Context: an optimization exercise on an open-source flow, tuned for small area, a short achievable clock period and few clock cycles. The choices shown serve that exercise and are no tape-out recipe.
Where RTL was checked, it was by simulation tests only, not by an equivalence proof against the original.
Only the layout flow was run in runs 9 and 10; the RTL was not checked for function there.
Power and IR drop assume default switching activity.

[flow/config.mk]
export PLATFORM = sky130hd
export DESIGN_NAME = ALU
export DESIGN_NICKNAME = ALU
export VERILOG_FILES = /design/flow/design.v
export SDC_FILE = /design/flow/constraint.sdc
export NUM_CORES = 4
export LEC_CHECK = 0
export ABC_AREA = 1
export CAP_MARGIN = 20
export CORE_MARGIN = 2
export CORE_UTILIZATION = 40
export SETUP_SLACK_MARGIN = 2.75
export SLEW_MARGIN = 20
[flow/constraint.sdc]
create_clock -name core_clock -period 5.0 [get_ports {clk}]
set_input_delay 1.0000 -clock core_clock [delete_from_list [all_inputs] [get_ports {clk}]]
set_output_delay 1.0000 -clock core_clock [all_outputs]
set_load 0.01 [all_outputs]
[flow/design.v]
module ALU(
    input wire clk,
    input wire rst_n,
    input wire [7:0] A,
    input wire [7:0] B,
    input wire start,
    input wire [2:0] opcode,
    output wire [15:0] result,
    output wire done
);
    reg [15:0] P;        
    reg        busy;     
    reg        done_r;
    reg [2:0]  cnt;
    wire mul  = opcode[2];
    wire zero = ~(|A) | ~(|B);
    wire ones = (&A) | (&B);
    wire [7:0] X = busy ? P[15:8] : B;
    wire [7:0] Y = A & {8{~busy | P[0]}};
    wire [8:0] S = {1'b0, X} + {1'b0, Y};
    always @(posedge clk) begin
        if (busy)
            P <= {S, P[7:1]};
        else if (mul)
            P <= zero ? 16'h0000 :
                 ones ? {S[7:0], ~S[7:0]} :
                        {1'b0, A & {8{B[0]}}, B[7:1]};
        else case (opcode[1:0])
            2'b01:   P <= {7'h00, S};
            2'b10:   P <= {8'h00, X & Y};
            2'b11:   P <= {8'h00, X ^ Y};
            default: P <= 16'h0000;
        endcase
    end
    always @(posedge clk) begin
        if (~rst_n) begin
            busy   <= 1'b0;
            done_r <= 1'b0;
        end else begin
            busy   <= start;
            done_r <= start & (busy ? (mul & (cnt == 3'd6)) : (~mul | zero | ones));
        end
        cnt <= busy ? cnt + 3'd1 : 3'd0;
    end
    assign result = P;
    assign done   = done_r;
endmodule
[flow/flow/run.sh]
#!/bin/bash
# The standard layout, with the port buffers made from small buffers
# (sky130_fd_sc_hd__buf_2) instead of the delay buffers buffer_ports picks.
set -euo pipefail
export BUFFER_PORTS_ARGS="-buffer_cell sky130_fd_sc_hd__buf_2"
export ADDER_MAP_FILE=
export RECOVER_POWER=100
bash standard.sh > standard.log 2>&1
[flow/standard.sh]
#!/bin/bash
# synth_recipe.tcl (not shown) runs the flow's synth.tcl, then flattens the netlist and writes it again
# the make line also repeats each setting of config.mk as NAME=value (left out here)
make -C /OpenROAD-flow-scripts/flow DESIGN_CONFIG=/design/flow/config.mk WORK_HOME=/design/flow/orfs CLKGATE_MAP_FILE= SYNTH_SCRIPT=/design/flow/synth_recipe.tcl "${@:-finish}"
==> flow_summary.yaml, run 1 <==
clock_network:
  cts_hold_buf: 0
  cts_tree: "done"
  cts_buffers: 3
  clock_latency_ns: 0.28
  root_buffer: "clkbuf_8"
  htree_num_levels: 1
  cts_sinks: 21
  cts_max_path_buffers: 2
  clkTransAtPathRegs_ns: 0.09
yosys:
  synth-main-ff-cell: "dfxtp_1"
  synthCells: 315
  synthArstFlopShare: 0
  yosysSeqAreaShare: 0.226
  syn_nets: 337
  synth_area_per_cell_sq_um: 5.90
  yosysWarnings: 1
  synth_edf_count: 0
  netlist_area_sq_um: 1860
  synth.distinct_cells: 32
  ys_ff_latch: 21
critical_path:
  endpoint_kind: "flip-flop"
  cp-start-kind: "flip-flop"
  path_max_fanout: 36
  worstPathRequired_ns: 5.17
  worst-setup-path-type: "reg2reg"
  worst_ep_arrival_time_ns: 3.49
die:
  start_util: 0.421
  die_area_sq_um: 5210
  core_sq_um: 4410
  die_w_microns: 72.2
  io-pin-count: 39
  die_h_microns: 72.2
  num_rows: 24
sta:
  finalSetupViolCount: 0
  fin_hold_ws_ns: 0.465
  rsz0062_at_grt: "true"
  fin_crit_sh: 0.664
  setup_tns_ns: 0
  timing_hold_violations_final: 0
  tightest_slew_ns: 1.05
  period_minus_slack_ns: 3.32
  clock.fmax_ghz: 0.301
  slew_viol_final: 0
  relSlewSlack: 0.297
  clock_skew_ns: 0.00312
placement:
  gp_congestion: 0.891
  hpwl_microns: 4160
  io_buffers: 38
  placed_area_sq_um: 2060
route:
  dr_total_vias: 2123
  drt_first_pass_iters: 4
  vias_per_cell: 5.25
  ant_nets: 0
  drc_errors: 0
  totalWireLength_microns: 5620
  dr.first_iter.drc_count: 134
  wire_per_inst_microns: 13.9
global_routing:
  grt_pass1_vias: 1908
  grt_max_degree: 37
  grt_usage: 0.218
  antenna_found_initial: 0
  grt_overflow_total: 0
  grt_pass1_wl_microns: 8870
run:
  maxCapViolCount: 0
finish:
  drive_above_1_share: 0.207
  layout.nets: 375
  area.growth.synth_to_final_pct: 13.5
  design_area_sq_um: 2110
  antennaDiodeCount: 0
power:
  ir_worst_vdd_mv: 0.133
  p_leak_nw: 1.07
  fin_total_pwr_mw: 0.511
  p_per_area_nw_per_um2: 242
status:
  outcome: "complete, no violations"
min_path:
  hold_path_class: "reg2reg"
## layout make-up
type | count | area [sq um]
Clock buffer | 3 | 41.3
Inverter | 48 | 181
Sequential cell | 21 | 420
Timing Repair Buffer | 40 | 191
Multi-Input combinational cell | 239 | 1200
Clock inverter | 1 | 5.00
Fill cell | 519 | 2300
Tap cell | 52 | 65.1
## flip-flops by register name (all words and copies together) (netlist names)
signal  cells
busy        1
P          16
done_r      1
cnt         3
## what timing repair did
item / 4_1_cts / 5_1_grt
endpoints found under the setup margin: 13 / 13
cloned: 0 / 0
pin swaps: 0 / 6
resized for setup: 4 / 22
setup buffers: 0 / 1
## report_power, final
group          switching [mW]  internal (mW)  total [mW]
Combinational           0.127         0.0637       0.190
Clock                  0.0692         0.0560       0.125
Sequential             0.0107          0.185       0.195
## logic make-up (layout without fill, tap and decap cells)
group | after synthesis | after routing | synth area share
compound gates | 62 | 62 | 0.200
xor+xnor | 5 | 5 | 0.0236
buf+inv | 55 | 92 | 0.131
flops | 21 | 21 | 0.226
simple gates | 172 | 172 | 0.420
## Yosys cell counts, types with 3 or more instances
library cell,number,share of area
dfxtp_1,21,0.23
o211ai_1,4,0.016
inv_1,42,0.085
nor2_1,25,0.051
buf_6,4,0.024
a21oi_1,17,0.046
nand4_1,5,0.017
o21ai_2,5,0.024
nand2_2,13,0.044
a31oi_1,3,0.010
o22ai_1,7,0.024
nand2_1,97,0.20
nand3_1,15,0.040
inv_2,4,0.0081
o21ai_0,19,0.051
nor2_2,7,0.024
nor4_1,4,0.013
xor2_1,4,0.019
## critical path: stages, from the launching register on
cell and delay (ns):
dfxtp_1 0.35, buf_8 0.26, clkinvlp_2 0.90, nor2_1 0.49, nor2_1 0.10, nand2_1 0.17, o21ai_0 0.19, nand2_2 0.14
nand2_1 0.11, nand3_1 0.15, nand3_1 0.13, a21oi_1 0.14, a21oi_1 0.07
## metal layers
metal  GRT usage  share of wire  vias up
li1            -              -     1097
met1       0.310           0.48      951
met2       0.341           0.44       66
met3      0.0264          0.064        9
met4      0.0734          0.015        0
met5           0              0        -
## through the flow
stage | cells | setup WS, ns | util
detailed placement | 399 | 2.24 | 0.467
floorplan | 315 | 2.84 | -
global route | 404 | 1.38 | 0.478
finish | 404 | 1.68 | 0.478
global placement | 399 | 2.34 | 0.467
CTS | 403 | 2.77 | 0.480
## layout by cell type (no fill, tap or decap), drive strengths merged
cell type / count
buf: 22
o21bai: 1
o22a: 1
nand2: 112
o31ai: 1
a221oi: 1
nand3: 17
nor4: 4
clkinvlp: 1
o21ai: 25
o211ai: 4
clkinv: 2
clkbuf: 21
a31oi: 3
dfxtp: 21
inv: 46
nor2: 34
xnor2: 1
nand4: 5
a21oi: 19
o22ai: 7
xor2: 4
## worst paths after layout
| path | cells past startpoint | end | from | slack (ns) |
|---|---|---|---|---|
| worst max-delay path | 12 | P[6] | busy | 1.68 |
| worst min-delay path | 1 | cnt[0] | cnt[0] | 0.47 |
| worst max register to register | 12 | P[6] | busy | 1.68 |
| worst min register to register | 1 | cnt[0] | cnt[0] | 0.47 |
Testbench counts, summed over its fixed seeds: cycles 16,520.
==> inputs of run 2 (changes only) <==
--- a/flow/flow/run.sh
+++ b/flow/flow/run.sh
@@ -6,3 +6,2 @@
 export ADDER_MAP_FILE=
-export RECOVER_POWER=100
 bash standard.sh > standard.log 2>&1
--- a/flow/config.mk
+++ b/flow/config.mk
@@ -11,2 +11,3 @@
 export CORE_UTILIZATION = 40
+export PLACE_DENSITY = 0.8
 export SETUP_SLACK_MARGIN = 2.75
==> run 2 against run 1 <==
Net effect:
- still clean
- sequential share of layout area shrank 1.1 points
- wire length grew 0.39%
- global-route usage grew 0.26 points
- setup slack gained 1.1 ns
- combinational power grew 9%
- first-iteration DRC count grew 13%
- cell count grew 0.99%
- non-clock buffer count grew 4
- critical path depth is the same
- area after synthesis is the same
- clock skew grew 0.0039 ns
- hold slack is essentially flat
- critical endpoint unchanged
==> flow_summary.yaml, run 2 <==
yosys:
  synth_top_family_by_area: "simple AND/OR/NAND/NOR gates"
  syn_nets: 337
  synth_compound_area_frac: 0.200
  synth-main-ff-cell: "dfxtp_1"
  synth.top_cell.area_share: 0.226
  yosysSeqAreaShare: 0.226
  yosysTopAreaCell: "dfxtp_1"
  synthSimpleGateAreaFrac: 0.420
  yosys.area_share.xor_xnor: 0.0236
  yosysWarnings: 1
  yosys-top-cells-area: "dfxtp_1 (23%), nand2_1 (20%), inv_1 (8.5%)"
  synth_edf_count: 0
  synthCells: 315
  synth_area_per_cell_sq_um: 5.90
  netlist_area_sq_um: 1860
  synth.distinct_cells: 32
  yosys.cell_count.top_type: "nand2_1"
  muxShareOfSynthArea: 0
  synth_fa_ha_area_frac: 0
  synth_top_cells_by_count: "nand2_1 (97), inv_1 (42), nor2_1 (25)"
  synthArstFlopShare: 0
  ys_ff_latch: 21
finish:
  regArea_sq_um: 420
  final_common_cell: "nand2_1"
  antennaDiodeCount: 0
  layout.nets: 379
  multi_input_area_sq_um: 1270
  utilization: 0.506
  area.growth.synth_to_final_pct: 20.2
  n_fill_cell: 454
  largest_register_ffs: 16
  top_register: "P"
  drive_above_1_share: 0.303
  final_cell_mix: "nand2_1 (91), buf_2 (38), inv_1 (36), nor2_1 (23), dfxtp_1 (21)"
  reg_top3: "P x16, cnt x3"
die:
  num_rows: 24
  die_h_microns: 72.2
  die_area_sq_um: 5210
  die_w_microns: 72.2
  core_sq_um: 4410
  start_util: 0.421
  io-pin-count: 39
clock_network:
  cts_buffers: 3
  clkTransAtPathRegs_ns: 0.09
  cts_sinks: 21
  cts_max_path_buffers: 2
  htree_num_levels: 1
  root_buffer: "clkbuf_8"
  cts_hold_buf: 0
  clock_latency_ns: 0.28
  cts_tree: "done"
power:
  p_leak_nw: 1.15
  ir_worst_vdd_mv: 0.141
  p_per_area_nw_per_um2: 236
critical_path:
  worst-setup-path-type: "in2reg"
  worstPathRequired_ns: 5.17
  cp-start-kind: "input port"
  worst_ep_arrival_time_ns: 2.38
  endpoint_kind: "flip-flop"
  path_max_fanout: 4
sta:
  timing_hold_violations_final: 0
  relSlewSlack: 0.710
  period_minus_slack_ns: 2.21
  rsz0062_at_grt: "true"
  clock.fmax_ghz: 0.452
  finalSetupViolCount: 0
  setup_tns_ns: 0
  clock_skew_ns: 0.00702
  slew_viol_final: 0
  fin_crit_sh: 0.443
  tightest_slew_ns: 0.433
route:
  drc_errors: 0
  vias_per_cell: 5.33
  dr.first_iter.drc_count: 152
  drt_first_pass_iters: 5
  dr_total_vias: 2174
  wire_per_inst_microns: 13.8
  ant_nets: 0
  totalWireLength_microns: 5640
min_path:
  hold_path_class: "reg2reg"
global_routing:
  grt_overflow_total: 0
  grt_pass1_vias: 2017
  grt_pass1_wl_microns: 9180
  grt_usage: 0.221
  grt_max_degree: 37
  antenna_found_initial: 0
run:
  maxCapViolCount: 0
placement:
  hpwl_microns: 4190
  gp_congestion: 0.910
  io_buffers: 38
status:
  outcome: "complete, no violations"
run 2: cell counts after synthesis:
No cell type changed its count.
run 2: logic make-up (layout without fill, tap and decap cells):
logic type / after synthesis / after routing
buffers and inverters: 55 / 96
AND/OR/NAND/NOR: 172 / 172
AO/OA/AOI/OAI: 62 / 62
XOR/XNOR: 5 / 5
flip-flops: 21 / 21
run 2: power breakdown:
| group | switching [mW] | internal, mW | total [mW] | leakage [nW] |
|---|---|---|---|---|
| combinational | 0.134 | 0.0736 | 0.208 | 0.955 |
| sequential | 0.0106 | 0.184 | 0.195 | 0.175 |
| clock | 0.0681 | 0.0567 | 0.125 | 0.0217 |
| total | 0.213 | 0.315 | 0.528 | 1.15 |
run 2: worst paths after layout:
kind / cells after the start / slack [ns] / end / from
max reg2reg: 11 / 2.86 / P[15] / busy
min reg2reg: 1 / 0.47 / cnt[0] / cnt[0]
min: 1 / 0.47 / cnt[0] / cnt[0]
max: 12 / 2.79 / P[6] / B[0]
run 2: area by class of cell:
type / instances / share of cell area
multi-input combinational: 239 / 0.568
sequential: 21 / 0.188
timing repair buffer: 44 / 0.108
inverter: 48 / 0.0846
tap: 52 / 0.0291
clock buffer: 3 / 0.0185
clock inverter: 1 / 0.00336
run 2: routing by layer:
| metal | GRT usage | vias up | part of all wire |
|---|---|---|---|
| met1 | 0.298 | 979 | 0.45 |
| li1 | - | 1102 | - |
| met2 | 0.370 | 87 | 0.47 |
| met5 | 0 | - | 0 |
| met4 | 0.0671 | 0 | 0.0076 |
| met3 | 0.0236 | 6 | 0.068 |
run 2: repair_timing:
item	CTS	global route
setup buffers	1	4
pin swaps	1	10
cloned	0	0
endpoints found under the setup margin	13	16
gates resized for setup	5	22
run 2: metrics by stage:
stage	worst slack [ns]	cell area [sq um]	std cells	hold slack, ns	total power, mW
final	2.79	2230	408	0.466	0.528
after global routing	2.70	2230	408	0.501	0.558
after floorplan	2.84	1860	315	0.427	0.337
after detailed placement	2.20	2060	399	0.448	0.390
after CTS	2.76	2140	404	0.471	0.515
after global placement	2.26	2060	399	0.435	0.387
run 2: worst max-delay path, stage by stage:
cell and delay, ns:
buf_2 0.11, inv_1 0.09, o21ai_2 0.17, nand2_2 0.14, o21ai_4 0.19, nand2_2 0.10, nand2_2 0.11, nand2_1 0.07
nand2_2 0.08, nand3_2 0.08, a21oi_2 0.16, a21oi_1 0.08
==> inputs of run 3 (changes only) <==
--- a/flow/config.mk
+++ b/flow/config.mk
@@ -11,3 +11,3 @@
 export CORE_UTILIZATION = 40
-export PLACE_DENSITY = 0.8
+export PLACE_DENSITY = 0.4
 export SETUP_SLACK_MARGIN = 2.75
==> run 3 against run 2 <==
Net effect:
- clock-buffer cell count stayed put
- critical path depth stayed put
- synthesized cell count unchanged
- setup slack improved by 0.036 ns
- total power up 4.0%
- design area is 6.6% higher
- fmax is 1.6% higher
- critical path type unchanged
- clock skew down 0.0018 ns
- cell count rose by 1.5%
==> flow_summary.yaml, run 3 <==
die:
  start_util: 0.421
  die_area_sq_um: 5210
  core_sq_um: 4410
  num_rows: 24
  die_w_microns: 72.2
  io-pin-count: 39
  die_h_microns: 72.2
clock_network:
  root_buffer: "clkbuf_8"
  cts_max_path_buffers: 2
  clock_latency_ns: 0.28
  htree_num_levels: 1
  cts_sinks: 21
  cts_hold_buf: 0
  cts_tree: "done"
  clkTransAtPathRegs_ns: 0.09
  cts_buffers: 3
global_routing:
  grt_pass1_wl_microns: 9970
  grt_pass1_vias: 2010
  grt_max_degree: 37
  grt_usage: 0.246
  grt_overflow_total: 0
  antenna_found_initial: 0
power:
  ir_worst_vdd_mv: 0.144
  power_switching_share: 0.411
  p_leak_nw: 1.21
  p_comb_frac: 0.413
  pwr-share-seq: 0.357
  p_int_mw: 0.323
  clkPwrFrac: 0.230
  p_per_area_nw_per_um2: 230
  p_sw_mw: 0.226
finish:
  reg_top3: "P x16, cnt x3"
  drive_above_1_share: 0.359
  antennaDiodeCount: 0
  utilization: 0.539
  largest_register_ffs: 16
  final_common_cell: "nand2_1"
  final_cell_mix: "nand2_1 (89), buf_2 (38), inv_1 (33), nor2_1 (22), dfxtp_1 (20)"
  top_register: "P"
  layout.nets: 385
  area.growth.synth_to_final_pct: 28.1
placement:
  place_ws_ns: 2.24
  hpwl_microns: 4410
  io_buffers: 38
  gp_congestion: 0.893
sta:
  period_minus_slack_ns: 2.18
  clock_skew_ns: 0.00523
  fin_crit_sh: 0.436
  setup_tns_ns: 0
  rsz0062_at_grt: "false"
  finalSetupViolCount: 0
  slew_viol_final: 0
  relSlewSlack: 0.681
  clock.fmax_ghz: 0.459
  tightest_slew_ns: 0.476
  timing_hold_violations_final: 0
  setup_ws_ns: 2.82
critical_path:
  r2r_end: "P[6]"
  worstPathRequired_ns: 5.17
  worst_ep_arrival_time_ns: 2.35
  worst-setup-path-type: "in2reg"
  ff2ff_path_depth: 14
  r2r_start: "busy"
  endpoint_kind: "flip-flop"
  reg2reg_slack_ns: 2.98
  cp-start-kind: "input port"
  path_max_fanout: 4
yosys:
  yosys-top-cells-area: "dfxtp_1 (23%), nand2_1 (20%), inv_1 (8.5%)"
  yosys.cell_count.top_type: "nand2_1"
  netlist_area_sq_um: 1860
  synth-main-ff-cell: "dfxtp_1"
  synth_top_cells_by_count: "nand2_1 (97), inv_1 (42), nor2_1 (25)"
  yosysWarnings: 1
  synth.top_cell.area_share: 0.226
  synthArstFlopShare: 0
  synthCells: 315
  yosysSeqAreaShare: 0.226
  yosysTopAreaCell: "dfxtp_1"
  synth.distinct_cells: 32
  ys_ff_latch: 21
  synth_area_per_cell_sq_um: 5.90
  syn_nets: 337
  synth_edf_count: 0
route:
  wire_per_inst_microns: 15.3
  drc_errors: 0
  dr_total_vias: 2212
  dr.first_iter.drc_count: 178
  totalWireLength_microns: 6320
  drt_first_pass_iters: 6
  vias_per_cell: 5.34
  ant_nets: 0
min_path:
  hold_end: "cnt[0]"
  holdCritStartpoint: "cnt[0]"
  hold-path-cell-count: 1
  hold_path_class: "reg2reg"
status:
  outcome: "complete, no violations"
run:
  maxCapViolCount: 0
-- run 3: changes by cell type in the layout (fill, tap and decap cells not counted), sizes merged --
cell,before,now
buf,43,49
clkinv,1,3
clkinvlp,2,1
inv,46,45
-- run 3: what timing repair did --
item	CTS	global route
gates cloned	0	1
pin swaps	1	12
gates resized for setup	7	46
buffers inserted	0	10
setup endpoints to repair	14	16
-- run 3: worst max-delay path, cell delays in order --
cell and delay, ns:
buf_2 0.12, inv_2 0.07, o21ai_2 0.16, nand2_2 0.13, o21ai_4 0.19, nand2_4 0.09
nand2_4 0.09, nand2_1 0.06, nand2_2 0.09, nand3_2 0.08, a21oi_2 0.19, a21oi_2 0.07
-- run 3: worst max-delay path by stage --
stage               from  endpoint  slack, ns  depth (start not counted)
floorplan           B[4]      P[5]       2.84                          8
detailed placement  B[0]      P[8]       2.24                         10
global route        A[7]      P[9]       2.71                         10
CTS                 B[2]      P[6]       2.75                         13
finish              B[0]      P[6]       2.82                         12
global placement    B[4]      P[8]       2.32                         10
-- run 3: metal layers --
metal  GRT usage  part of all wire
met5           0                 0
met2       0.391              0.46
met3      0.0347             0.072
met1       0.359              0.46
met4      0.0419             0.011
-- run 3: final cells by class --
class | instances | area (sq um)
fill | 467 | 2030
multi-input combinational | 239 | 1340
sequential | 21 | 422
timing repair buffer | 50 | 310
inverter | 48 | 199
tap | 52 | 65.1
clock buffer | 3 | 41.3
clock inverter | 1 | 5.00
-- run 3: power by group through the flow --
stage	Clock (mW)	Sequential [mW]	Combinational, mW
global placement	0	0.199	0.196
detailed placement	0	0.199	0.194
CTS	0.127	0.196	0.197
floorplan	0	0.206	0.132
finish	0.126	0.196	0.227
global route	0.136	0.199	0.252
-- run 3: kinds of logic (layout without fill, tap and decap cells) --
| logic type | Yosys count | in the layout | share of synthesized area |
|---|---|---|---|
| compound gates | 62 | 62 | 0.200 |
| xor+xnor | 5 | 5 | 0.0236 |
| buf+inv | 55 | 102 | 0.131 |
| flops | 21 | 21 | 0.226 |
| simple gates | 172 | 172 | 0.420 |
-- run 3: through the flow --
stage	cells	total power, mW	hold slack (ns)	area, sq um
after floorplan	315	0.337	0.427	1860
final	414	0.549	0.478	2380
after global routing	414	0.586	0.520	2380
after global placement	399	0.394	0.446	2060
after CTS	403	0.520	0.480	2140
after detailed placement	399	0.393	0.458	2060
==> inputs of run 4 (changes only) <==
--- a/flow/config.mk
+++ b/flow/config.mk
@@ -11,4 +11,4 @@
 export CORE_UTILIZATION = 40
-export PLACE_DENSITY = 0.4
 export SETUP_SLACK_MARGIN = 2.75
 export SLEW_MARGIN = 20
+export TNS_END_PERCENT = 5
==> run 4 against run 3 <==
Net effect:
- sequential power about the same
- cell count down 2.7%
- wire length fell by 12%
- die area unchanged
- setup slack lost 0.054 ns
- global-route usage down 2.8 points
==> flow_summary.yaml, run 4 <==
status:
  outcome: "complete, no violations"
yosys:
  yosys.cell_count.top_type: "nand2_1"
  netlist_area_sq_um: 1860
  synth_edf_count: 0
  synth_top_cells_by_count: "nand2_1 (97), inv_1 (42), nor2_1 (25)"
  synth.top_cell.area_share: 0.226
  yosysWarnings: 1
  yosysSeqAreaShare: 0.226
  synth-main-ff-cell: "dfxtp_1"
  synth.distinct_cells: 32
  synthArstFlopShare: 0
  ys_ff_latch: 21
  yosysTopAreaCell: "dfxtp_1"
  syn_nets: 337
  synth_area_per_cell_sq_um: 5.90
  synthCells: 315
  yosys-top-cells-area: "dfxtp_1 (23%), nand2_1 (20%), inv_1 (8.5%)"
clock_network:
  cts_setup_buffers: 0
  root_buffer: "clkbuf_8"
  cts_max_path_buffers: 2
  clock_latency_ns: 0.27
  cts_resized: 3
  cts_hold_buf: 0
  cts_buffers: 3
  cts_tree: "done"
  clkTransAtPathRegs_ns: 0.09
  htree_num_levels: 1
  cts_sinks: 21
critical_path:
  worst-setup-path-type: "in2reg"
  worstPathRequired_ns: 5.18
  worst_ep_arrival_time_ns: 2.41
  ff2ff_path_depth: 12
  cp-start-kind: "input port"
  reg2reg_slack_ns: 2.91
  path_max_fanout: 4
  endpoint_kind: "flip-flop"
  r2r_end: "P[15]"
  r2r_start: "busy"
power:
  p_leak_nw: 1.13
  ir_worst_vdd_mv: 0.133
  fin_total_pwr_mw: 0.511
  p_per_area_nw_per_um2: 241
sta:
  relSlewSlack: 0.690
  slew_viol_final: 0
  rsz0062_at_grt: "true"
  period_minus_slack_ns: 2.23
  clock_skew_ns: 0.00300
  clock.fmax_ghz: 0.448
  setup_tns_ns: 0
  tightest_slew_ns: 0.463
  timing_hold_violations_final: 0
  fin_crit_sh: 0.447
  finalSetupViolCount: 0
finish:
  layout.nets: 374
  drive_above_1_share: 0.242
  area.growth.synth_to_final_pct: 14.1
  reg_top3: "P x16, cnt x3"
  top_register: "P"
  utilization: 0.480
  antennaDiodeCount: 0
  largest_register_ffs: 16
  design_area_sq_um: 2120
  final_cell_mix: "nand2_1 (95), inv_1 (41), buf_2 (38), nor2_1 (24), dfxtp_1 (21)"
  layout.cells.non_filler: 403
  final_common_cell: "nand2_1"
placement:
  gp_congestion: 0.891
  io_buffers: 38
  placed_cells: 399
  placed_area_sq_um: 2060
  hpwl_microns: 4160
die:
  num_rows: 24
  core_sq_um: 4410
  io-pin-count: 39
  die_w_microns: 72.2
  die_area_sq_um: 5210
  die_h_microns: 72.2
  start_util: 0.421
run:
  maxCapViolCount: 0
route:
  drt_first_pass_iters: 6
  drc_errors: 0
  ant_nets: 0
  dr.first_iter.drc_count: 99
  vias_per_cell: 5.26
  wire_per_inst_microns: 13.7
  totalWireLength_microns: 5530
  dr_total_vias: 2119
min_path:
  hold_end: "cnt[0]"
  holdCritStartpoint: "cnt[0]"
  hold-path-cell-count: 1
  hold_path_class: "reg2reg"
global_routing:
  antenna_found_initial: 0
  grt_pass1_wl_microns: 8870
  grt_max_degree: 37
  grt_pass1_vias: 1908
  grt_overflow_total: 0
  grt_usage: 0.218
[run 4: cell counts after synthesis]
No cell type changed its count.
[run 4: critical path: stages]
cell and delay (ns):
buf_2 0.11, inv_1 0.08, o21ai_1 0.19, nand2_2 0.13
o21ai_2 0.21, nand2_2 0.11, nand2_2 0.11, nand3_2 0.10
a31oi_1 0.21, nand2_1 0.08, o31ai_1 0.08
[run 4: cells by family after synthesis]
family	Yosys count	synth area share
buffers and inverters	55	0.131
xor gates and xnor gates	5	0.0236
DFF	21	0.226
and+or+nand+nor	172	0.420
AOI/OAI and AO/OA	62	0.200
[run 4: layout make-up]
| cell class | instances | area [sq um] |
|---|---|---|
| clock buffer | 3 | 41.3 |
| multi-input combinational | 239 | 1200 |
| fill | 502 | 2290 |
| inverter | 48 | 185 |
| timing repair buffer | 39 | 201 |
| sequential | 21 | 420 |
| clock inverter | 1 | 5.00 |
| tap | 52 | 65.1 |
[run 4: worst max path at each step]
stage	from	endpoint	depth (start not counted)
final	B[0]	P[15]	11
after global routing	B[0]	P[14]	13
after CTS	B[3]	P[9]	8
after detailed placement	B[4]	P[8]	10
after global placement	B[4]	P[8]	10
after floorplan	B[4]	P[5]	8
[run 4: metal layers]
metal | GRT usage | vias to the layer above | wire length, microns
li1 | - | 1094 | -
met1 | 0.310 | 939 | 2660
met2 | 0.341 | 77 | 2460
met3 | 0.0264 | 9 | 323
met4 | 0.0734 | 0 | 87
met5 | 0 | - | 0
[run 4: power by group]
group          switching, mW  internal, mW
registers             0.0104         0.184
clock network         0.0671        0.0559
logic                  0.126        0.0674
total                  0.204         0.308
[run 4: per-stage QoR]
stage / setup slack (ns) / hold slack [ns]
final: 2.77 / 0.469
after global placement: 2.34 / 0.440
after global routing: 2.61 / 0.506
after detailed placement: 2.24 / 0.447
after floorplan: 2.84 / 0.427
after CTS: 2.75 / 0.472
==> inputs of run 5 (changes only) <==
--- a/flow/config.mk
+++ b/flow/config.mk
@@ -11,4 +11,4 @@
 export CORE_UTILIZATION = 40
+export GPL_TIMING_DRIVEN = 0
 export SETUP_SLACK_MARGIN = 2.75
 export SLEW_MARGIN = 20
-export TNS_END_PERCENT = 5
==> run 5 against run 4 <==
Net effect:
- critical path type unchanged
- largest cell class unchanged
- utilization grew 2.4 points
- total power grew 3.1%
- critical endpoint is now P[8]
- setup slack gained 0.11 ns
- global-route usage grew 1.8 points
- hold slack is essentially flat
- non-clock buffer count grew 8
==> flow_summary.yaml, run 5 <==
status:
  outcome: "complete, no violations"
sta:
  clock_skew_ns: 0.00684
  clock.fmax_ghz: 0.470
  tightest_slew_ns: 0.478
  fin_hold_ws_ns: 0.469
  finalSetupViolCount: 0
  timing_hold_violations_final: 0
  rsz0062_at_grt: "true"
  setup_tns_ns: 0
  relSlewSlack: 0.681
  fin_crit_sh: 0.426
  slew_viol_final: 0
  period_minus_slack_ns: 2.13
global_routing:
  grt_overflow_total: 0
  antenna_found_initial: 0
  grt_max_degree: 14
  grt_pass1_wl_microns: 9450
  grt_pass1_vias: 1918
  grt_usage: 0.237
die:
  die_w_microns: 72.2
  die_h_microns: 72.2
  num_rows: 24
  die_area_sq_um: 5210
  start_util: 0.421
  core_sq_um: 4410
  io-pin-count: 39
yosys:
  syn_nets: 337
  yosysWarnings: 1
  synthSimpleGateAreaFrac: 0.420
  ys_ff_latch: 21
  synthCells: 315
  synth_top_family_by_area: "simple AND/OR/NAND/NOR gates"
  synth_top_cells_by_count: "nand2_1 (97), inv_1 (42), nor2_1 (25)"
  synth_edf_count: 0
  yosysSeqAreaShare: 0.226
  synth.top_cell.area_share: 0.226
  synth_fa_ha_area_frac: 0
  yosys.cell_count.top_type: "nand2_1"
  synth_compound_area_frac: 0.200
  yosys.area_share.xor_xnor: 0.0236
  synth-main-ff-cell: "dfxtp_1"
  yosysTopAreaCell: "dfxtp_1"
  synth.distinct_cells: 32
  netlist_area_sq_um: 1860
  synthArstFlopShare: 0
  synth_area_per_cell_sq_um: 5.90
  yosys-top-cells-area: "dfxtp_1 (23%), nand2_1 (20%), inv_1 (8.5%)"
  muxShareOfSynthArea: 0
finish:
  drive_above_1_share: 0.295
  final_common_cell: "nand2_1"
  layout.nets: 382
  final_cell_mix: "nand2_1 (94), buf_2 (39), inv_1 (34), nor2_1 (24), dfxtp_1 (21)"
  top_register: "P"
  antennaDiodeCount: 0
  reg_top3: "P x16, cnt x3"
  layout.cells.non_filler: 411
  largest_register_ffs: 16
  area.growth.synth_to_final_pct: 19.9
route:
  dr_total_vias: 2128
  totalWireLength_microns: 5930
  ant_nets: 0
  vias_per_cell: 5.18
  dr.first_iter.drc_count: 98
  drt_first_pass_iters: 5
  drc_errors: 0
  wire_per_inst_microns: 14.4
critical_path:
  crit_buf_inv: 2
  cpMaxStageDelayCell: "a31oi_2"
  worstPathCellList: "buf_2, inv_1, nor2_1, nand2_2, o21ai_4, nand2_2, nand2_2, nand3_2, a31oi_2, nand4_1, nand2_1"
  cp_top_family: "simple AND/OR/NAND/NOR gates"
  worstPathRequired_ns: 5.22
  cp-start-kind: "input port"
  slowest_delay_ns: 0.18
  worst_ep_arrival_time_ns: 2.35
  endpoint_kind: "flip-flop"
  worst-setup-path-type: "in2reg"
  path_max_fanout: 4
  worst_path_most_repeated_cell: "nand2_2"
run:
  maxCapViolCount: 0
power:
  ir_worst_vdd_mv: 0.186
  p_per_area_nw_per_um2: 237
  p_leak_nw: 1.16
clock_network:
  clock_latency_ns: 0.27
  htree_num_levels: 1
  cts_sinks: 21
  cts_buffers: 3
  cts_max_path_buffers: 2
  clkTransAtPathRegs_ns: 0.09
  root_buffer: "clkbuf_8"
  cts_tree: "done"
  cts_hold_buf: 0
min_path:
  hold_path_class: "reg2reg"
placement:
  gp_congestion: 0.886
  hpwl_microns: 4480
  io_buffers: 38
  placed_cells: 405
-- run 5: cell counts after synthesis --
No cell type changed its count.
-- run 5: per-stage QoR --
step / utilization / total power, mW / setup slack, ns / cell area [sq um]
3_3_place_gp: 0.479 / 0.395 / 2.41 / 2110
4_1_cts: 0.491 / 0.520 / 2.78 / 2170
3_5_place_dp: 0.479 / 0.396 / 2.42 / 2110
5_1_grt: 0.505 / 0.562 / 2.74 / 2230
2_1_floorplan: - / 0.337 / 2.84 / 1860
6_report: 0.505 / 0.527 / 2.87 / 2230
-- run 5: where the power goes --
part | total, mW | switching (mW) | leakage, nW | internal, mW
clock | 0.124 | 0.0679 | 0.0217 | 0.0565
combinational | 0.208 | 0.134 | 0.962 | 0.0743
sequential | 0.195 | 0.0103 | 0.175 | 0.184
-- run 5: worst paths after layout --
check              start     end  slack [ns]  cells past startpoint
setup / recovery    A[0]    P[8]        2.87                     11
hold / removal    cnt[0]  cnt[0]        0.47                      1
setup reg to reg    busy    P[7]        3.13                     14
hold reg to reg   cnt[0]  cnt[0]        0.47                      1
-- run 5: metal layers --
metal | up-vias | GRT usage | routed length, microns
li1 | 1109 | - | -
met3 | 6 | 0.0319 | 416
met4 | 0 | 0.0440 | 75
met1 | 942 | 0.329 | 2660
met2 | 71 | 0.393 | 2780
met5 | - | 0 | 0
-- run 5: cell families after synthesis --
group,after synthesis
xor gates and xnor gates,5
buffers and inverters,55
and+or+nand+nor,172
AOI/OAI and AO/OA,62
DFF,21
-- run 5: what timing repair did --
action | 4_1_cts | 5_1_grt
pin swaps | 0 | 3
buffers inserted | 0 | 2
endpoints found under the setup margin | 11 | 14
gates resized for setup | 2 | 20
-- run 5: layout make-up --
cell class | instances | area [sq um]
plain buffers | 7 | 61.3
clock buffers | 3 | 41.3
multi-input cells | 239 | 1240
flip-flops and latches | 21 | 420
inverters | 48 | 185
clock inverters | 1 | 7.51
well taps | 52 | 65.1
fillers | 498 | 2190
repair buffers | 40 | 205
==> inputs of run 6 (changes only) <==
--- a/flow/config.mk
+++ b/flow/config.mk
@@ -10,4 +10,3 @@
 export CORE_MARGIN = 2
-export CORE_UTILIZATION = 40
-export GPL_TIMING_DRIVEN = 0
+export CORE_UTILIZATION = 48
 export SETUP_SLACK_MARGIN = 2.75
==> run 6 against run 5 <==
Net effect:
- setup slack worse by 0.056 ns
- area after synthesis unchanged
- combinational power up 3%
- first-iteration DRC count up 22%
- clock power about the same
- largest cell class unchanged
- still clean
- total power up 0.72%
- synthesized cell count unchanged
- sequential share of layout area down 0.26 points
- highest routed layer unchanged
- cell count down 1.7%
- wire length down 5.4%
==> flow_summary.yaml, run 6 <==
status:
  outcome: "complete, no violations"
die:
  die_w_microns: 66.2
  num_rows: 22
  die_area_sq_um: 4380
  start_util: 0.504
  io-pin-count: 39
  core_sq_um: 3690
  die_h_microns: 66.2
yosys:
  yosys.cell_count.top_type: "nand2_1"
  synthArstFlopShare: 0
  netlist_area_sq_um: 1860
  synth_compound_area_frac: 0.200
  yosysSeqAreaShare: 0.226
  synth.distinct_cells: 32
  synth_top_cells_by_count: "nand2_1 (97), inv_1 (42), nor2_1 (25)"
  synth_fa_ha_area_frac: 0
  synth_top_family_by_area: "simple AND/OR/NAND/NOR gates"
  synth.top_cell.area_share: 0.226
  synth-main-ff-cell: "dfxtp_1"
  yosys-top-cells-area: "dfxtp_1 (23%), nand2_1 (20%), inv_1 (8.5%)"
  muxShareOfSynthArea: 0
  syn_nets: 337
  synth_area_per_cell_sq_um: 5.90
  yosys.area_share.xor_xnor: 0.0236
  synth_edf_count: 0
  ys_ff_latch: 21
  yosysTopAreaCell: "dfxtp_1"
  synthCells: 315
  synthSimpleGateAreaFrac: 0.420
  yosysWarnings: 1
clock_network:
  cts_sinks: 21
  cts_hold_buf: 0
  clock_latency_ns: 0.27
  cts_tree: "done"
  cts_max_path_buffers: 2
  clkTransAtPathRegs_ns: 0.09
  cts_buffers: 3
  htree_num_levels: 1
  root_buffer: "clkbuf_8"
route:
  dr_total_vias: 2143
  vias_per_cell: 5.30
  drc_errors: 0
  totalWireLength_microns: 5620
  wire_per_inst_microns: 13.9
  drt_first_pass_iters: 4
  dr.first_iter.drc_count: 120
  ant_nets: 0
sta:
  rsz0062_at_grt: "true"
  slew_viol_final: 0
  tightest_slew_ns: 0.463
  period_minus_slack_ns: 2.18
  fin_hold_ws_ns: 0.476
  clock_skew_ns: 0.00202
  timing_hold_violations_final: 0
  relSlewSlack: 0.690
  setup_ws_ns: 2.82
  fin_crit_sh: 0.437
  setup_tns_ns: 0
  clock.fmax_ghz: 0.458
  finalSetupViolCount: 0
power:
  p_leak_nw: 1.16
  clkPwrFrac: 0.231
  p_int_mw: 0.316
  power_switching_share: 0.405
  p_sw_mw: 0.215
  p_per_area_nw_per_um2: 235
  ir_worst_vdd_mv: 0.130
  fin_total_pwr_mw: 0.531
  pwr-share-seq: 0.367
  p_comb_frac: 0.402
global_routing:
  antenna_found_initial: 0
  grt_usage: 0.266
  grt_overflow_total: 0
  grt_max_degree: 37
  grt_pass1_wl_microns: 8910
  grt_pass1_vias: 1868
placement:
  hpwl_microns: 4090
  place_ws_ns: 2.33
  io_buffers: 38
  placed_area_sq_um: 2060
  gp_congestion: 0.941
finish:
  antennaDiodeCount: 0
  largest_register_ffs: 16
  n_fill_cell: 389
  final_cell_mix: "nand2_1 (91), buf_2 (37), inv_1 (34), nor2_1 (22), dfxtp_1 (21)"
  layout.nets: 379
  design_area_sq_um: 2260
  top_register: "P"
  reg_top3: "P x16, cnt x3"
  drive_above_1_share: 0.320
  area.growth.synth_to_final_pct: 21.5
  final_common_cell: "nand2_1"
critical_path:
  worst_ep_arrival_time_ns: 2.36
  slowest_delay_ns: 0.18
  worstPathRequired_ns: 5.17
  cp-start-kind: "input port"
  cpMaxStageDelayCell: "a21oi_2"
  endpoint_kind: "flip-flop"
  path_max_fanout: 4
  cp_top_family: "simple AND/OR/NAND/NOR gates"
  crit_buf_inv: 2
  worstPathCellList: "buf_2, inv_2, o21ai_0, nand2_1, nand2_2, nor2_2, nand2_4, nand2_4, nand2_1, nand2_2, nand3_2, a21oi_2, a21oi_2"
  worst-setup-path-type: "in2reg"
run:
  maxCapViolCount: 0
min_path:
  hold_path_class: "reg2reg"
## run 6: power groups by stage
stage	registers (mW)	logic (mW)	clock network, mW
6_report	0.195	0.214	0.122
5_1_grt	0.197	0.236	0.128
4_1_cts	0.195	0.194	0.122
3_5_place_dp	0.198	0.192	0
3_3_place_gp	0.198	0.192	0
2_1_floorplan	0.206	0.132	0
## run 6: cell type report
cell class | instances | area [sq um] | area share
clock buffers | 3 | 41.3 | 0.0183
clock inverters | 1 | 5.00 | 0.00222
inverters | 48 | 189 | 0.0837
multi-input cells | 239 | 1300 | 0.575
flip-flops and latches | 21 | 420 | 0.186
well taps | 48 | 60.1 | 0.0266
repair buffers | 44 | 245 | 0.109
## run 6: kinds of logic (layout without fill, tap and decap cells)
family,Yosys count,after routing
buffers and inverters,55,96
and+or+nand+nor,172,172
xor gates and xnor gates,5,5
DFF,21,21
AOI/OAI and AO/OA,62,62
## run 6: metal layers
layer,vias up,GRT usage,routed length (microns)
met2,58,0.419,2510
li1,1103,-,-
met4,0,0.0740,92
met3,9,0.0256,281
met1,973,0.385,2730
met5,-,0,0
## run 6: path summary, 6_finish.rpt
kind                            cells past startpoint      to  slack, ns    from
worst max-delay path                               13    P[6]       2.82    B[2]
worst min-delay path                                1  cnt[0]       0.48  cnt[0]
worst max register to register                     14    P[6]       2.91    busy
worst min register to register                      1  cnt[0]       0.48  cnt[0]
## run 6: metrics by stage
stage                util  cells
global placement    0.558    395
floorplan               -    315
detailed placement  0.558    395
global route        0.612    404
CTS                 0.573    399
finish              0.612    404
## run 6: repair_timing
action	CTS	global route
gates resized for setup	3	35
pin swaps	2	12
setup buffers	0	5
endpoints found under the setup margin	13	15
## run 6: worst reg2reg max path, delay by kind of cell, from the launching register on
kind                   cells  cell delay [ns]
buffers and inverters      2             0.31
flip-flops                 1             0.35
AO/OA/AOI/OAI              2             0.25
AND/OR/NAND/NOR           10             1.09
==> inputs of run 7 (changes only) <==
--- a/flow/config.mk
+++ b/flow/config.mk
@@ -10,3 +10,3 @@
 export CORE_MARGIN = 2
-export CORE_UTILIZATION = 48
+export CORE_UTILIZATION = 35
 export SETUP_SLACK_MARGIN = 2.75
==> run 7 against run 6 <==
Net effect:
- global-route usage fell by 6.7 points
- setup slack worse by 0.13 ns
- register-to-register slack got worse by 0.11 ns
- synthesized cell count unchanged
- total power fell by 0.31%
- critical endpoint is now P[4]
==> flow_summary.yaml, run 7 <==
power:
  p_per_area_nw_per_um2: 231
  ir_worst_vdd_mv: 0.114
  p_comb_frac: 0.398
  p_leak_nw: 1.17
  p_int_mw: 0.314
  pwr-share-seq: 0.370
  clkPwrFrac: 0.233
  p_sw_mw: 0.215
  power_switching_share: 0.406
  fin_total_pwr_mw: 0.529
global_routing:
  grt_pass1_vias: 1994
  antenna_found_initial: 0
  grt_max_degree: 37
  grt_overflow_total: 0
  grt_usage: 0.200
  grt_pass1_wl_microns: 9650
finish:
  n_fill_cell: 566
  top_register: "P"
  final_cell_mix: "nand2_1 (88), buf_2 (38), inv_1 (37), nor2_1 (23), dfxtp_1 (21)"
  final_common_cell: "nand2_1"
  antennaDiodeCount: 0
  layout.nets: 381
  drive_above_1_share: 0.316
  area.growth.synth_to_final_pct: 23.6
  largest_register_ffs: 16
  reg_top3: "P x16, cnt x3"
die:
  start_util: 0.364
  die_w_microns: 76.9
  io-pin-count: 39
  die_h_microns: 76.9
  num_rows: 26
  die_area_sq_um: 5910
  core_sq_um: 5110
yosys:
  yosys.cell_count.top_type: "nand2_1"
  synth_edf_count: 0
  syn_nets: 337
  synth.distinct_cells: 32
  yosysSeqAreaShare: 0.226
  synth_top_cells_by_count: "nand2_1 (97), inv_1 (42), nor2_1 (25)"
  ys_ff_latch: 21
  yosysWarnings: 1
  synth.top_cell.area_share: 0.226
  synth_area_per_cell_sq_um: 5.90
  netlist_area_sq_um: 1860
  synthCells: 315
  synth-main-ff-cell: "dfxtp_1"
  synthArstFlopShare: 0
  yosysTopAreaCell: "dfxtp_1"
  yosys-top-cells-area: "dfxtp_1 (23%), nand2_1 (20%), inv_1 (8.5%)"
route:
  drt_first_pass_iters: 4
  ant_nets: 0
  dr.first_iter.drc_count: 159
  dr_total_vias: 2134
  vias_per_cell: 4.99
  totalWireLength_microns: 5900
  drc_errors: 0
  wire_per_inst_microns: 13.8
sta:
  timing_hold_violations_final: 0
  rsz0062_at_grt: "true"
  slew_viol_final: 0
  tightest_slew_ns: 0.485
  period_minus_slack_ns: 2.31
  setup_tns_ns: 0
  fin_crit_sh: 0.463
  finalSetupViolCount: 0
  clock_skew_ns: 0.00121
  relSlewSlack: 0.675
  clock.fmax_ghz: 0.432
min_path:
  hold_path_class: "reg2reg"
  holdCritStartpoint: "cnt[0]"
clock_network:
  cts_buffers: 3
  root_buffer: "clkbuf_8"
  clkTransAtPathRegs_ns: 0.09
  cts_tree: "done"
  cts_hold_buf: 0
  cts_sinks: 21
  cts_max_path_buffers: 2
  clock_latency_ns: 0.27
  htree_num_levels: 1
critical_path:
  worst_path_most_repeated_cell: "nand2_1"
  cp-start-kind: "input port"
  slowest_delay_ns: 0.26
  worst-setup-path-type: "in2reg"
  worst_ep_arrival_time_ns: 2.48
  cp_top_family: "compound AO/OA/AOI/OAI gates"
  path_max_fanout: 4
  r2r_start: "busy"
  worstPathCellList: "buf_2, inv_2, o21ai_2, nand2_2, o21ai_4, nand2_2, nand2_1, nand2_1, nand2_1, nor2_1, o21ai_0, a21oi_1"
  endpoint_kind: "flip-flop"
  crit_buf_inv: 2
  cpMaxStageDelayCell: "o21ai_0"
  worstPathRequired_ns: 5.16
  crit_start: "B[0]"
status:
  outcome: "complete, no violations"
placement:
  gp_congestion: 0.897
  hpwl_microns: 4370
  io_buffers: 38
run:
  maxCapViolCount: 0
run 7: cell counts after synthesis:
Identical to the previous run, type by type.
run 7: what timing repair did:
item | CTS | global route
pin swaps | 0 | 12
endpoints found under the setup margin | 13 | 16
resized for setup | 5 | 31
setup buffers | 0 | 7
run 7: cells by family after synthesis:
kind of cell,after synthesis,share of synthesized area
and+or+nand+nor,172,0.420
AOI/OAI and AO/OA,62,0.200
buffers and inverters,55,0.131
DFF,21,0.226
xor gates and xnor gates,5,0.0236
run 7: cell type report:
type / instances / area (sq um) / share of cell area
clock inverters: 1 / 5.00 / 0.00218
clock buffers: 3 / 41.3 / 0.0180
multi-input cells: 239 / 1290 / 0.562
flip-flops and latches: 21 / 420 / 0.183
well taps: 70 / 87.6 / 0.0381
inverters: 48 / 189 / 0.0823
repair buffers: 46 / 263 / 0.114
run 7: per-stage QoR:
step	setup slack (ns)	util	instances	hold WS (ns)	cell area, sq um
after global routing	2.59	0.450	428	0.510	2300
after global placement	2.28	0.408	417	0.446	2090
after detailed placement	2.21	0.408	417	0.455	2090
after CTS	2.77	0.420	421	0.476	2140
final	2.69	0.450	428	0.469	2300
after floorplan	2.84	-	315	0.427	1860
run 7: path summary, 6_finish.rpt:
check,to,slack (ns),cells after the start
max,P[4],2.69,12
min,cnt[0],0.47,1
max reg2reg,P[4],2.80,13
min reg2reg,cnt[0],0.47,1
run 7: power by group through the flow:
stage / clock network (mW) / logic [mW] / registers, mW
after floorplan: 0 / 0.132 / 0.206
after global placement: 0 / 0.194 / 0.199
after detailed placement: 0 / 0.193 / 0.199
after CTS: 0.125 / 0.195 / 0.195
after global routing: 0.130 / 0.233 / 0.198
final: 0.123 / 0.210 / 0.196
run 7: worst register-to-register path: stages, from the launching register on:
cell,delay [ns]
dfxtp_1,0.34
buf_12,0.18
inv_6,0.21
nor2_2,0.09
nor2_1,0.16
nand2_2,0.15
o21ai_4,0.20
nand2_2,0.11
nand2_1,0.07
nand2_1,0.04
nand2_1,0.09
nor2_1,0.06
o21ai_0,0.26
a21oi_1,0.12
run 7: metal layers:
metal / vias to the layer above / routed length [microns] / track usage
li1: 1099 / - / -
met1: 957 / 2860 / 0.286
met2: 71 / 2680 / 0.325
met3: 7 / 303 / 0.0153
met4: 0 / 65 / 0.0455
met5: - / 0 / 0
==> inputs of run 8 (changes only) <==
==> flow/flow/run.sh (replaced) <==
#!/bin/bash
# The standard layout, with the port buffers made from small buffers
# (sky130_fd_sc_hd__buf_1) instead of the delay buffers buffer_ports picks.
set -euo pipefail
export BUFFER_PORTS_ARGS="-buffer_cell sky130_fd_sc_hd__buf_1"
bash standard.sh > standard.log 2>&1
--- a/flow/config.mk
+++ b/flow/config.mk
@@ -10,4 +10,4 @@
 export CORE_MARGIN = 2
-export CORE_UTILIZATION = 35
-export SETUP_SLACK_MARGIN = 2.75
+export CORE_UTILIZATION = 40
+export SETUP_SLACK_MARGIN = 2.5
 export SLEW_MARGIN = 20
==> run 8 against run 7 <==
Net effect:
- via count down 2.8%
- sequential share of layout area up 0.50 points
- setup slack worse by 0.12 ns
- combinational power up 5%
- largest power group unchanged
==> flow_summary.yaml, run 8 <==
status:
  outcome: "complete, no violations"
sta:
  fin_hold_ws_ns: 0.457
  finalSetupViolCount: 0
  fin_crit_sh: 0.488
  tightest_slew_ns: 0.454
  period_minus_slack_ns: 2.44
  setup_tns_ns: 0
  clock_skew_ns: 0.0111
  slew_viol_final: 0
  clock.fmax_ghz: 0.410
  rsz0062_at_grt: "false"
  timing_hold_violations_final: 0
  relSlewSlack: 0.696
yosys:
  synthArstFlopShare: 0
  synthCells: 291
  yosysWarnings: 1
  synth_top_cells_by_count: "nand2_1 (89), nor2_1 (42), inv_1 (38)"
  synth_edf_count: 0
  yosysTopAreaCell: "dfxtp_1"
  ys_ff_latch: 21
  netlist_area_sq_um: 1750
  synth_area_per_cell_sq_um: 6.00
  yosys-top-cells-area: "dfxtp_1 (24%), nand2_1 (19%), nor2_1 (9.0%)"
  synth.distinct_cells: 33
  synth.top_cell.area_share: 0.241
  syn_nets: 324
  synth-main-ff-cell: "dfxtp_1"
  yosysSeqAreaShare: 0.241
  yosys.cell_count.top_type: "nand2_1"
clock_network:
  htree_num_levels: 1
  clock_latency_ns: 0.28
  cts_sinks: 21
  cts_buffers: 3
  clkTransAtPathRegs_ns: 0.09
  cts_hold_buf: 0
  cts_max_path_buffers: 2
  cts_tree: "done"
  root_buffer: "clkbuf_8"
die:
  die_w_microns: 70.1
  io-pin-count: 39
  core_sq_um: 4290
  num_rows: 24
  start_util: 0.407
  die_h_microns: 70.1
  die_area_sq_um: 4910
route:
  wire_per_inst_microns: 15.4
  dr.first_iter.drc_count: 145
  ant_nets: 0
  dr_total_vias: 2075
  vias_per_cell: 5.32
  drt_first_pass_iters: 5
  totalWireLength_microns: 5990
  drc_errors: 0
finish:
  top_register: "P"
  largest_register_ffs: 16
  antennaDiodeCount: 0
  final_common_cell: "nand2_1"
  layout.nets: 372
  reg_top3: "P x16, cnt x3"
  area.growth.synth_to_final_pct: 29.1
  drive_above_1_share: 0.189
  final_cell_mix: "nand2_1 (85), nor2_1 (37), inv_1 (34), buf_1 (33), dfxtp_1 (20)"
  design_area_sq_um: 2250
min_path:
  hold_path_class: "reg2reg"
  hold-path-cell-count: 1
  holdCritStartpoint: "cnt[0]"
global_routing:
  grt_usage: 0.239
  grt_pass1_wl_microns: 9290
  grt_overflow_total: 0
  grt_pass1_vias: 1947
  grt_max_degree: 30
  antenna_found_initial: 0
critical_path:
  cp_top_family: "simple AND/OR/NAND/NOR gates"
  ff2ff_path_depth: 14
  cpMaxStageDelayCell: "fa_2"
  r2r_start: "busy"
  worst-setup-path-type: "in2reg"
  worst_path_most_repeated_cell: "nand2_2"
  worstPathCellList: "buf_4, inv_2, nor2_2, ha_4, fa_2, nand2_2, nand3_2, nand3b_1, nand2_2, nand2_2, nand3_2, a21oi_2, a21oi_2"
  endpoint_kind: "flip-flop"
  cp-start-kind: "input port"
  crit_start: "A[0]"
  path_max_fanout: 4
  worst_ep_arrival_time_ns: 2.61
  crit_buf_inv: 2
  cp.depth: 13
  slowest_delay_ns: 0.37
  worstPathRequired_ns: 5.18
placement:
  gp_congestion: 0.956
  hpwl_microns: 4230
  io_buffers: 38
  placed_area_sq_um: 1930
power:
  p_leak_nw: 1.06
  ir_worst_vdd_mv: 0.116
  p_per_area_nw_per_um2: 241
run:
  maxCapViolCount: 0
## run 8: power by group
group	internal (mW)	leakage [nW]	total [mW]	switching, mW
sequential	0.185	0.175	0.196	0.0108
combinational	0.0839	0.858	0.220	0.136
clock	0.0560	0.0255	0.127	0.0708
## run 8: worst paths after layout
kind                            endpoint  slack (ns)
worst min register to register    cnt[0]        0.46
worst min-delay path              cnt[0]        0.46
worst max register to register      P[6]        2.59
worst max-delay path                P[6]        2.56
## run 8: cells by family after synthesis
kind of cell,Yosys count,synth area share
and+or+nand+nor,164,0.405
buffers and inverters,46,0.105
AOI/OAI and AO/OA,45,0.146
DFF,21,0.241
adders and majority gates,11,0.0831
xor gates and xnor gates,4,0.0201
## run 8: final cells by class
| type | count | area, sq um |
|---|---|---|
| fillers | 450 | 2040 |
| multi-input cells | 224 | 1290 |
| flip-flops and latches | 21 | 424 |
| repair buffers | 48 | 263 |
| inverters | 40 | 156 |
| well taps | 52 | 65.1 |
| clock buffers | 3 | 41.3 |
| clock inverters | 1 | 5.00 |
| repair inverters | 1 | 5.00 |
## run 8: what timing repair did
item / CTS / global route
buffers inserted: 3 / 5
endpoints found under the setup margin: 16 / 14
resized for setup: 7 / 44
pin swaps: 0 / 11
gates cloned: 1 / 1
## run 8: per-layer routing
metal,up-vias,wire [microns],share of wire,GRT usage
met5,-,0,0,0
li1,1019,-,-,-
met2,105,2750,0.46,0.394
met4,0,188,0.031,0.0983
met3,19,449,0.075,0.0216
met1,932,2610,0.44,0.320
## run 8: through the flow
step	std cells	setup WS, ns	power [mW]	util
2_1_floorplan	291	2.55	0.321	-
3_3_place_gp	376	2.07	0.378	0.450
3_5_place_dp	376	1.96	0.378	0.450
4_1_cts	384	2.51	0.506	0.473
5_1_grt	390	2.45	0.573	0.525
6_report	390	2.56	0.543	0.525
==> inputs of run 9 (changes only) <==
--- a/flow/design.v
+++ b/flow/design.v
@@ -17,2 +17,3 @@
     wire ones = (&A) | (&B);
+    wire ones_nz = ((&A) & (|B)) | ((&B) & (|A));    
     wire [7:0] X = busy ? P[15:8] : B;
@@ -24,5 +25,4 @@
         else if (mul)
-            P <= zero ? 16'h0000 :
-                 ones ? {S[7:0], ~S[7:0]} :
-                        {1'b0, A & {8{B[0]}}, B[7:1]};
+            P <= ones_nz ? {S[7:0], ~S[7:0]} :
+                           {1'b0, A & {8{B[0]}}, B[7:1] & {7{|A}}};
         else case (opcode[1:0])
==> flow/flow/run.sh (replaced) <==
#!/bin/bash
# The standard layout, with the port buffers made from small buffers
# (sky130_fd_sc_hd__buf_2) instead of the delay buffers buffer_ports picks.
set -euo pipefail
export BUFFER_PORTS_ARGS="-buffer_cell sky130_fd_sc_hd__buf_2"
export ADDER_MAP_FILE=
bash standard.sh > standard.log 2>&1
--- a/flow/config.mk
+++ b/flow/config.mk
@@ -11,3 +11,3 @@
 export CORE_UTILIZATION = 40
-export SETUP_SLACK_MARGIN = 2.5
+export SETUP_SLACK_MARGIN = 2.8
 export SLEW_MARGIN = 20
==> run 9 against run 8 <==
Net effect:
- via count rose by 12%
- critical path depth rose by 3
- synthesized cell count rose by 13%
- combinational power rose by 25%
- total power rose by 7.5%
- die area rose by 10%
- clock skew fell by 0.0087 ns
- cell count rose by 12%
- setup slack improved by 0.25 ns
- clock-buffer cell count did not move
- non-clock buffer count rose by 9
- hold slack improved by 0.0049 ns
==> flow_summary.yaml, run 9 <==
status:
  outcome: "complete, no violations"
clock_network:
  clkTransAtPathRegs_ns: 0.08
  cts_max_path_buffers: 2
  cts_buffers: 3
  cts_hold_buf: 0
  root_buffer: "clkbuf_8"
  htree_num_levels: 1
  cts_sinks: 21
  clock_latency_ns: 0.26
  cts_tree: "done"
route:
  wire_per_inst_microns: 15.0
  wl_met1_microns: 2970
  dr.first_iter.drc_count: 214
  totalWireLength_microns: 6540
  vias_per_cell: 5.35
  drc_errors: 0
  drt_first_pass_iters: 5
  dr_total_vias: 2331
  wl_met3_microns: 467
  highest_layer: "met4"
  wl_met2_microns: 2970
  ant_nets: 0
sta:
  setup_tns_ns: 0
  finalSetupViolCount: 0
  clock.fmax_ghz: 0.457
  tightest_slew_ns: 0.903
  period_minus_slack_ns: 2.19
  clock_skew_ns: 0.00239
  rsz0062_at_grt: "true"
  slew_viol_final: 0
  fin_crit_sh: 0.438
  timing_hold_violations_final: 0
  fin_hold_ws_ns: 0.462
  relSlewSlack: 0.396
yosys:
  synth_area_per_cell_sq_um: 5.88
  synth_top_cells_by_count: "nand2_1 (109), inv_1 (36), nor2_1 (25)"
  synth-main-ff-cell: "dfxtp_1"
  synth_edf_count: 0
  yosysSeqAreaShare: 0.217
  synthCells: 329
  yosys.cell_count.top_type: "nand2_1"
  synth.distinct_cells: 31
  synth.top_cell.area_share: 0.217
  yosys-top-cells-area: "dfxtp_1 (22%), nand2_1 (21%), inv_1 (7.0%)"
  yosysTopAreaCell: "dfxtp_1"
  netlist_area_sq_um: 1930
  synthArstFlopShare: 0
  ys_ff_latch: 21
  yosysWarnings: 1
  syn_nets: 351
global_routing:
  grt_pass1_vias: 2134
  grt_max_degree: 25
  grt_pass1_wl_microns: 9960
  grt_overflow_total: 0
  antenna_found_initial: 0
  grt_usage: 0.235
die:
  core_sq_um: 4690
  die_w_microns: 73.5
  io-pin-count: 39
  die_h_microns: 73.5
  start_util: 0.412
  num_rows: 25
  die_area_sq_um: 5410
power:
  p_leak_nw: 1.33
  p_per_area_nw_per_um2: 216
  ir_worst_vdd_mv: 0.159
placement:
  gp_congestion: 0.980
  io_buffers: 38
  placed_area_sq_um: 2130
  hpwl_microns: 4770
critical_path:
  worst_ep_arrival_time_ns: 2.34
  slowest_delay_ns: 0.17
  path_max_fanout: 3
  cpMaxStageDelayCell: "o21ai_4"
  worst_path_most_repeated_cell: "nand2_2"
  r2r_start: "busy"
  worst-setup-path-type: "in2reg"
  cp-start-kind: "input port"
  crit_start: "B[3]"
  crit_buf_inv: 3
  worstPathCellList: "buf_6, inv_4, o21ai_4, inv_2, nand2_4, nand2_4, nor2_4, nand2_2, nand3_2, nand2_2, nand2_2, nand2_2, nand2_2, nand2_2, nand2_1, nand3_1"
  endpoint_kind: "flip-flop"
  cp_top_family: "simple AND/OR/NAND/NOR gates"
  worstPathRequired_ns: 5.15
finish:
  area.growth.synth_to_final_pct: 39.9
  drive_above_1_share: 0.424
  final_common_cell: "nand2_1"
  utilization: 0.577
  antennaDiodeCount: 0
  largest_register_ffs: 16
  reg_top3: "P x16, cnt x3"
  layout.nets: 405
  final_cell_mix: "nand2_1 (87), buf_2 (30), nand2_2 (29), inv_1 (26), nor2_1 (22)"
  top_register: "P"
  design_area_sq_um: 2710
min_path:
  hold_path_class: "reg2reg"
  holdCritStartpoint: "cnt[0]"
run:
  maxCapViolCount: 0
## run 9: changes by cell type after synthesis, moves of 4 or more
| cell | before | now |
|---|---|---|
| nand2_1 | 89 | 109 |
| nand2_2 | 2 | 20 |
| o22ai_1 | 5 | 9 |
| o21ai_0 | 13 | 18 |
| nor2_1 | 42 | 25 |
| a21oi_1 | 15 | 9 |
| nor2_2 | 2 | 9 |
| ha_1 | 10 | 0 |
| nor4_1 | 0 | 5 |
## run 9: area by class of cell
cell class	instances	area [sq um]
repair buffers	57	400
clock inverters	1	5.00
fillers	468	1990
inverters	40	163
clock buffers	3	41.3
multi-input cells	260	1610
well taps	54	67.6
flip-flops and latches	21	424
## run 9: final timing paths
kind	endpoint	slack, ns	cells past startpoint
worst max-delay path	P[6]	2.81	16
worst min-delay path	cnt[0]	0.46	1
worst max register to register	P[6]	2.97	14
worst min register to register	cnt[0]	0.46	1
## run 9: report_power, final
part	internal (mW)	total [mW]	switching, mW
Sequential	0.184	0.195	0.0111
Clock	0.0556	0.114	0.0584
Combinational	0.102	0.274	0.172
## run 9: what timing repair did
action / CTS / global route
setup buffers: 5 / 13
resized for setup: 35 / 75
endpoints found under the setup margin: 15 / 14
pin swaps: 18 / 24
## run 9: routing by layer
metal / GRT usage / up-vias
met3: 0.0384 / 16
met5: 0 / -
met4: 0.0828 / 0
li1: - / 1175
met2: 0.358 / 100
met1: 0.334 / 1040
## run 9: metrics by stage
step	worst slack [ns]	power [mW]	cells
final	2.81	0.583	436
after global routing	2.70	0.619	436
after CTS	2.80	0.535	423
after detailed placement	2.26	0.405	414
after global placement	2.25	0.405	414
after floorplan	2.82	0.343	329
## run 9: cells by family (layout without fill, tap and decap cells)
family	count (synthesis)	count (layout)	synth area share
simple gates	205	205	0.489
compound gates	51	51	0.155
buf+inv	48	101	0.113
flops	21	21	0.217
xor+xnor	4	4	0.0259
## run 9: worst register-to-register path, stage by stage (launching register included)
cell,delay (ns)
dfxtp_4,0.40
buf_12,0.19
nand2_4,0.13
nand2_1,0.16
inv_2,0.09
a31oi_4,0.20
inv_1,0.06
nor2_1,0.11
nand2_1,0.07
nand2_2,0.09
nand2_2,0.08
nand2_2,0.10
nand2_2,0.07
nand2_1,0.06
nand3_1,0.09
==> inputs of run 10 (changes only) <==
--- a/flow/config.mk
+++ b/flow/config.mk
@@ -11,3 +11,3 @@
 export CORE_UTILIZATION = 40
-export SETUP_SLACK_MARGIN = 2.8
+export SETUP_SLACK_MARGIN = 2.65
 export SLEW_MARGIN = 20
==> run 10 against run 9 <==
Net effect:
- hold slack improved by 0.0020 ns
- utilization shrank 7.4 points
- wire length shrank 7.5%
- still clean on timing, DRC and antenna
- area after synthesis did not move
- global-route usage decreased by 0.62 points
- largest power group unchanged
- clock power about the same
- combinational power decreased by 17%
- die area stayed put
- fmax fell by 4.5%
==> flow_summary.yaml, run 10 <==
status:
  outcome: "complete, no violations"
sta:
  fin_crit_sh: 0.458
  clock.fmax_ghz: 0.436
  finalSetupViolCount: 0
  fin_hold_ws_ns: 0.464
  timing_hold_violations_final: 0
  setup_tns_ns: 0
  slew_viol_final: 0
  clock_skew_ns: 0.00579
  tightest_slew_ns: 0.786
  relSlewSlack: 0.474
  period_minus_slack_ns: 2.29
  rsz0062_at_grt: "true"
power:
  p_comb_frac: 0.422
  p_sw_mw: 0.220
  pwr-share-seq: 0.364
  p_per_area_nw_per_um2: 228
  ir_worst_vdd_mv: 0.165
  fin_total_pwr_mw: 0.539
  p_int_mw: 0.319
  power_switching_share: 0.409
  clkPwrFrac: 0.214
  p_leak_nw: 1.18
finish:
  antennaDiodeCount: 0
  reg_top3: "P x16, cnt x3"
  layout.nets: 391
  top_register: "P"
  largest_register_ffs: 16
  drive_above_1_share: 0.332
  area.growth.synth_to_final_pct: 22.0
  utilization: 0.503
  final_common_cell: "nand2_1"
  final_cell_mix: "nand2_1 (102), buf_2 (37), inv_1 (31), nor2_1 (24), nand2_2 (24)"
  design_area_sq_um: 2360
clock_network:
  clock_latency_ns: 0.26
  root_buffer: "clkbuf_8"
  cts_buffers: 3
  clkTransAtPathRegs_ns: 0.08
  cts_max_path_buffers: 2
  htree_num_levels: 1
  cts_tree: "done"
  cts_sinks: 21
yosys:
  syn_nets: 351
  synth-main-ff-cell: "dfxtp_1"
  yosysSeqAreaShare: 0.217
  synth_top_cells_by_count: "nand2_1 (109), inv_1 (36), nor2_1 (25)"
  netlist_area_sq_um: 1930
  yosys-top-cells-area: "dfxtp_1 (22%), nand2_1 (21%), inv_1 (7.0%)"
  synthCells: 329
  synth.distinct_cells: 31
  yosysTopAreaCell: "dfxtp_1"
  yosys.cell_count.top_type: "nand2_1"
  synth_area_per_cell_sq_um: 5.88
  synth.top_cell.area_share: 0.217
  synth_edf_count: 0
  yosysWarnings: 1
  synthArstFlopShare: 0
  ys_ff_latch: 21
global_routing:
  grt_pass1_vias: 2084
  antenna_found_initial: 0
  grt_pass1_wl_microns: 9690
  grt_overflow_total: 0
  grt_usage: 0.229
  grt_max_degree: 25
placement:
  placed_area_sq_um: 2130
  hpwl_microns: 4770
  io_buffers: 38
  gp_congestion: 0.980
min_path:
  holdCritStartpoint: "cnt[0]"
  hold-path-cell-count: 1
  hold_path_class: "reg2reg"
route:
  totalWireLength_microns: 6050
  dr.first_iter.drc_count: 155
  drc_errors: 0
  drt_first_pass_iters: 4
  wire_per_inst_microns: 14.3
  ant_nets: 0
  dr_total_vias: 2250
  vias_per_cell: 5.33
critical_path:
  worst_ep_arrival_time_ns: 2.50
  worst-setup-path-type: "in2reg"
  path_max_fanout: 3
  cp-start-kind: "input port"
  endpoint_kind: "flip-flop"
  worstPathRequired_ns: 5.21
  r2r_start: "busy"
  crit_start: "B[3]"
  ff2ff_path_depth: 14
die:
  num_rows: 25
  die_area_sq_um: 5410
  core_sq_um: 4690
  die_h_microns: 73.5
  io-pin-count: 39
  start_util: 0.412
  die_w_microns: 73.5
run:
  maxCapViolCount: 0
## run 10: cell count changes in the layout (fill, tap and decap cells not counted), sizes merged
cell,delta
buf,-14
## run 10: final timing paths
| check | end | slack [ns] |
|---|---|---|
| setup / recovery | P[4] | 2.71 |
| hold / removal | cnt[0] | 0.46 |
| setup reg to reg | P[4] | 2.78 |
| hold reg to reg | cnt[0] | 0.46 |
## run 10: final cells by class
cell class	instances	area [sq um]
clock inverters	1	5.00
clock buffers	3	41.3
flip-flops and latches	21	424
multi-input cells	260	1440
well taps	54	67.6
repair buffers	43	234
inverters	40	153
fillers	501	2330
## run 10: power groups by stage
stage          sequential, mW  combinational (mW)  clock (mW)
3_5_place_dp            0.200               0.205           0
2_1_floorplan           0.205               0.138           0
6_report                0.196               0.228       0.115
5_1_grt                 0.198               0.251       0.122
4_1_cts                 0.197               0.206       0.115
3_3_place_gp            0.200               0.205           0
## run 10: cells by family after synthesis
kind of cell / count (synthesis) / synth area share
xor gates and xnor gates: 4 / 0.0259
DFF: 21 / 0.217
and+or+nand+nor: 205 / 0.489
buffers and inverters: 48 / 0.113
AOI/OAI and AO/OA: 51 / 0.155
## run 10: layer usage
metal,vias to the layer above,global-route usage,routed length [microns]
met5,-,0,0
met2,94,0.340,2580
li1,1142,-,-
met1,995,0.332,2850
met3,19,0.0343,431
met4,0,0.0869,189
## run 10: timing repair
item,CTS,global route
endpoints found under the hold margin,0,0
gates resized for setup,3,38
setup endpoints to repair,14,14
hold buffers,0,0
setup buffers,0,4
pin swaps,0,10
## run 10: through the flow
| step | setup slack (ns) | instances |
|---|---|---|
| floorplan | 2.82 | 329 |
| global placement | 2.25 | 414 |
| detailed placement | 2.26 | 414 |
| CTS | 2.64 | 418 |
| global route | 2.63 | 422 |
| finish | 2.71 | 422 |
## run 10: critical path, cell delays in order
cell	delay, ns
buf_2	0.13
inv_2	0.07
o21ai_4	0.17
inv_1	0.08
nand2_2	0.09
nand2_4	0.09
nor2_4	0.13
nand2_2	0.07
nand2_2	0.07
xor2_2	0.22
nand2_1	0.10
nand2_1	0.10
nand2_1	0.06
nand3_1	0.11

Re-timed with assumed drivers on the ports (clkbuf_16 on the clock, buf_2 on other inputs), run 10 has 2.709 ns of setup slack against 2.708 ns with ideal ports, and 2.422 ns once port delays also move by the mid clock arrival of 0.287 ns.
